Context: an optimization exercise on an open-source flow, tuned for small area, a short achievable clock period and few clock cycles per item. The choices shown serve that exercise and are no tape-out recipe. Only simulation tests tie the RTL to the original design; equivalence was not proved.

==> flow/design.v, too long to show whole: its modules and the start of the top module <==
// module ntt_fa: 4 lines
// module ntt_ha: 4 lines
// module ntt_16point: 2076 lines
module ntt_16point(
    input wire clk,
    input wire rst,
    input wire start,
    input wire [111:0] data_in,
    output reg done,
    output wire [6:0] result_0,
    output wire [6:0] result_1,
    output wire [6:0] result_2,
    output wire [6:0] result_3,
    output wire [6:0] result_4,
    output wire [6:0] result_5,
    output wire [6:0] result_6,
    output wire [6:0] result_7,
    output wire [6:0] result_8,
    output wire [6:0] result_9,
    output wire [6:0] result_10,
    output wire [6:0] result_11,
    output wire [6:0] result_12,
    output wire [6:0] result_13,
    output wire [6:0] result_14,
    output wire [6:0] result_15
);
  // ...
==> flow/flow/run.sh <==
#!/bin/bash
set -euo pipefail
export BUFFER_PORTS_ARGS="-buffer_cell sky130_fd_sc_hd__buf_1"
bash standard.sh > flow_make.log 2>&1
==> flow/standard.sh <==
#!/bin/bash
# synth_recipe.tcl (not shown) runs the flow's synth.tcl, then flattens the netlist and writes it again
# the make line also repeats each setting of config.mk as NAME=value (left out here)
make -C /OpenROAD-flow-scripts/flow DESIGN_CONFIG=/design/flow/config.mk WORK_HOME=/design/flow/orfs CLKGATE_MAP_FILE= SYNTH_SCRIPT=/design/flow/synth_recipe.tcl "${@:-finish}"
==> flow/config.mk <==
export PLATFORM = sky130hd
export DESIGN_NAME = ntt_16point
export DESIGN_NICKNAME = ntt_16point
export VERILOG_FILES = /design/flow/design.v
export SDC_FILE = /design/flow/constraint.sdc
export NUM_CORES = 4
export LEC_CHECK = 0
export CAP_MARGIN = 20
export CORE_MARGIN = 2
export CORE_UTILIZATION = 40
export SETUP_SLACK_MARGIN = 5
export SLEW_MARGIN = 20
export SYNTH_HIERARCHICAL = 1
==> flow/constraint.sdc <==
create_clock -name core_clock -period 16.0 [get_ports {clk}]
set_input_delay 3.2000 -clock core_clock [delete_from_list [all_inputs] [get_ports {clk}]]
set_output_delay 3.2000 -clock core_clock [all_outputs]
set_load 0.01 [all_outputs]
==> results by group, run 1 <==
Detailed routing
  – WL met2: 27400 um
  – Via-to-Cell Ratio: 4.67
  – Initial DRC count: 623

Die
  – Tap cells: 873
  – Rows: 95
  – Initial Utilization: 40.6%

STA
  – Final slew viol count: 0
  – Minimum clock period: between 9000 and 10000 ps

Run status
  – Status: no timing/DRC/antenna violations

Yosys
  – Largest area contributor in the netlist: fa_1
  – Largest family of logic cells by synthesized area: adder cells
  – Asr flop ratio synth: 0%

Layout
  – Nets: 3252
  – Most common cell after layout, fill and taps aside: fa_1
  – Max-area cell class: multi-input gates
  – Seq cells: roughly 160

Place
  – Worst slack, placed: about 5700 ps

Critical path
  – Reg-to-Reg End: done
  – Worst Setup SP: data_in[77]
  – Worst-path fanout max: 3
  – CP Capture Point: r1550

GRT
  – Met1 Use GR: between 20 and 25%
  – GR Util met2: between 20% and 30%
  – Initial antenna violation count: 5

Clock tree
  – Clk sinks: 161
Testbench counts, summed over its fixed seeds: cycles 512, transforms 512.
==> inputs of run 2 (changes only) <==
--- a/flow/config.mk
+++ b/flow/config.mk
@@ -10,3 +10,2 @@
 export CORE_UTILIZATION = 40
-export SETUP_SLACK_MARGIN = 5
 export SLEW_MARGIN = 20
==> run 2 against run 1 <==
Clock skew did not move; sequential share of layout area did not move; cell count did not move; global-route usage did not move; utilization did not move; register-to-register slack barely moved; first-iteration DRC count did not move; die area did not move; still clean; critical endpoint unchanged; flip-flop and latch count did not move.
==> results by group, run 2 <==
Run status
  – Status: no timing/DRC/antenna violations

Place
  – # port buffers: ~230
  – Final HPWL DP: between 50000 and 60000 um
  – Placed cell area: around 28000 sq um
  – GPL Wtd Cong: 0.895
  – Placed Cells incl. Taps: around 3000

Die
  – Rows: 95 (unchanged)
  – Die H: approximately 270 um
  – # IOs: 228
  – Core box area: just under 70000 sq um
  – Initial Utilization: 40.6% (unchanged)
  – Die width: about 270 um
  – Die area: 70500 sq um

Clock tree
  – Cts repair resizes: 0
  – Post-CTS Setup Repair Bufs: 0
  – CTS buffer count: 17
  – CTS max path bufs: 2
  – Hold-fix buffers, CTS: 0
  – CTS tree: yes
  – Clock Pin Slew Worst Setup and Hold Paths: roughly 70 ps
  – H-Tree Depth: 4
  – Clock latency (worst-skew pair): approximately 460 ps
  – Clk sinks: 161 (unchanged)
  – CTS root buf: clkbuf_16

Critical path
  – Critical path class: input port to flop
  – CP arrival: 10000 ps
  – CP required: 16190 ps
  – Worst setup EP type: flop
  – RR Startpoint: done
  – Worst-case reg-to-reg path depth: 2
  – Critical path launch point type: input port
  – Reg-to-Reg End: done
  – Worst-path fanout max: 3 (unchanged)
  – Reg2reg setup slack: between 15000 and 20000 ps

Min path
  – Hold path depth: 2
  – Hold Startpoint: done
  – Worst Hold End: done
  – Worst Hold Class: flop to flop

Layout
  – Most frequent cells in the layout: 779 x fa_1, 568 x inv_1, 226 x buf_1
  – Area Growth Syn to Fin: 6.31%
  – Fin area: 29100 sq um
  – Most common cell after layout, fill and taps aside: fa_1
  – Share of cells above drive strength 1: about 1.7%
  – Nets: 3252 (unchanged)
  – Cell Count, Final, Fillers Out: between 3000 and 4000

Yosys
  – Synthesized flop and latch total: between 150 and 200
  – Cell with the most instances after synthesis: fa_1
  – Largest area contributor in the netlist: fa_1
  – Synth top area cells: fa_1 57%, edfxtp_1 18%, ha_1 9.7%
  – Avg Cell Area, Syn: around 14 sq um
  – Post-synth EDFFs: 160
  – Post-Syn Nets: just over 3000
  – Synth top area share: between 50% and 60%
  – Post-Syn Instances: ~2000
  – Warnings, synthesis: 7
  – Post-synth top cells: 779 x fa_1, 568 x inv_1, 213 x ha_1
  – Asr flop ratio synth: 0% (unchanged)
  – Mapped cell area: around 27000 sq um
  – Seq/Total Area, Yosys: ~18%
  – Distinct cells, synth: 37
  – Primary FF master, synth: edfxtp_1

GRT
  – GRT overflow: 0
  – Initial antenna violation count: 5 (unchanged)
  – First-pass GRT wire length: about 93000 um
  – Met3 Track Usage GR: 4.02%
  – GR Util met2: 28.3% (unchanged)
  – Met1 Use GR: 25.0% (unchanged)
  – Vias in the first global route: between 15000 and 20000
  – Largest net degree at the start of global routing: 81
  – Gr busiest metal: met2
  – Tot GR Track Use: 17.6%

STA
  – Max Fclk: approximately 100 MHz
  – Minimum clock period: 9810 ps (unchanged)
  – Final worst path period share: around three fifths
  – Rel. slew slack: between 20% and 30%
  – Setup TNS Final: 0 ps
  – Final number of setup-violating endpoints: 0
  – RSZ-0062 raised after global routing: false
  – Hold Vio Cnt, Final: 0
  – Final Skew: 0 ps
  – Worst-Margin Slew: roughly 1100 ps
  – Final slew viol count: 0 (unchanged)

Detailed routing
  – DRC: 0
  – Vias: around 14000
  – WL final: roughly 57000 um
  – Via-to-Cell Ratio: 4.67 (unchanged)
  – Post-route antenna net violation count: 0
  – WL/cell: 18.9 um
  – DR pass1 iterations: 5
  – Initial DRC count: 623 (unchanged)

Flow run
  – Max_cap viols: 0
[run 2: layout make-up]
type	count	area (sq um)
inverter	568	2130
timing repair buffer	229	871
multi-input combinational	1168	19500
tap	873	1090
clock buffer	19	433
fill	6100	38300
clock inverter	12	166
sequential	161	4820
antenna	1	2.50
[run 2: how the worst max path moves through the flow]
| stage | start | end | slack, ps | depth (start not counted) |
|---|---|---|---|---|
| finish | data_in[77] | r1550 | 6190 | 18 |
| CTS | data_in[77] | r1550 | 6180 | 18 |
| detailed placement | data_in[42] | r1530 | 5680 | 18 |
| global placement | data_in[42] | r1530 | 5810 | 18 |
| floorplan | data_in[42] | r1530 | 6210 | 17 |
| global route | data_in[77] | r1550 | 5970 | 18 |
[run 2: per-layer routing]
layer	part of all wire, %	vias to the layer above	wire (um)
li1	-	6107	-
met1	45	7672	25800
met2	48	312	27400
met3	6.0	42	3420
met4	1.0	8	599
met5	0.094	-	54
[run 2: logic make-up (layout without fill, tap and decap cells)]
kind of cell / count (synthesis) / in the layout / synth area share, %
adders and majority gates: 992 / 992 / 66.8
buffers and inverters: 680 / 828 / 10.9
DFF: 161 / 161 / 17.6
and+or+nand+nor: 82 / 82 / 1.78
xor gates and xnor gates: 78 / 78 / 2.50
AOI/OAI and AO/OA: 16 / 16 / 0.407
other: 0 / 1 / 0
[run 2: Yosys stat by module (local to each module, per instance)]
| module | times used | cells inside | cell area [sq um] | flops+latches |
|---|---|---|---|---|
| ntt_16point | 1 | 1091 | 10000 | 161 |
| ntt_fa | 779 | 1 | 20.0 | 0 |
| ntt_ha | 139 | 1 | 12.5 | 0 |
[run 2: through the flow]
| step | setup slack (ps) | utilization [%] | hold WS [ps] |
|---|---|---|---|
| after floorplan | 6210 | - | 503 |
| after global placement | 5810 | 42.2 | 462 |
| after detailed placement | 5680 | 42.2 | 475 |
| after CTS | 6180 | 43.1 | 491 |
| after global routing | 5970 | 43.1 | 519 |
| final | 6190 | 43.1 | 485 |
[run 2: worst max-delay path: stages]
cell   delay (ps)
buf_1         120
inv_1          60
ha_1          190
fa_1          390
fa_1          410
fa_1          400
fa_1          520
fa_1          460
fa_1          400
fa_1          410
fa_1          470
fa_1          420
fa_1          400
fa_1          400
fa_1          520
fa_1          410
fa_1          390
fa_1          440

-- afterwards: timing with drivers on the ports --
No port has a modelled driver above. Below, the same layouts with a new extraction and two added sets of constraints.
Step 1, drivers: a clkbuf_16 drives clk and a buf_2 each remaining input, both assumed.
Step 2 also shifts input and output timing later by t, the mid clock arrival at the registers, as if the neighbouring blocks saw the same clock.
a / b / c = ideal ports / drivers / drivers and shift; a / b = the first two.
run | t, ns | slack for setup (ns) | worst setup path after step 2 | latest minus earliest clock arrival (ns) | cell pins on the clock port's net
run 1 | 0.506 | 6.190 / 6.206 / 5.700 | input to register | 0.016 / 0.016 | 1
run 2 | 0.506 | 6.190 / 6.206 / 5.700 | input to register | 0.016 / 0.016 | 1
After both steps setup and hold are still met in every run listed.
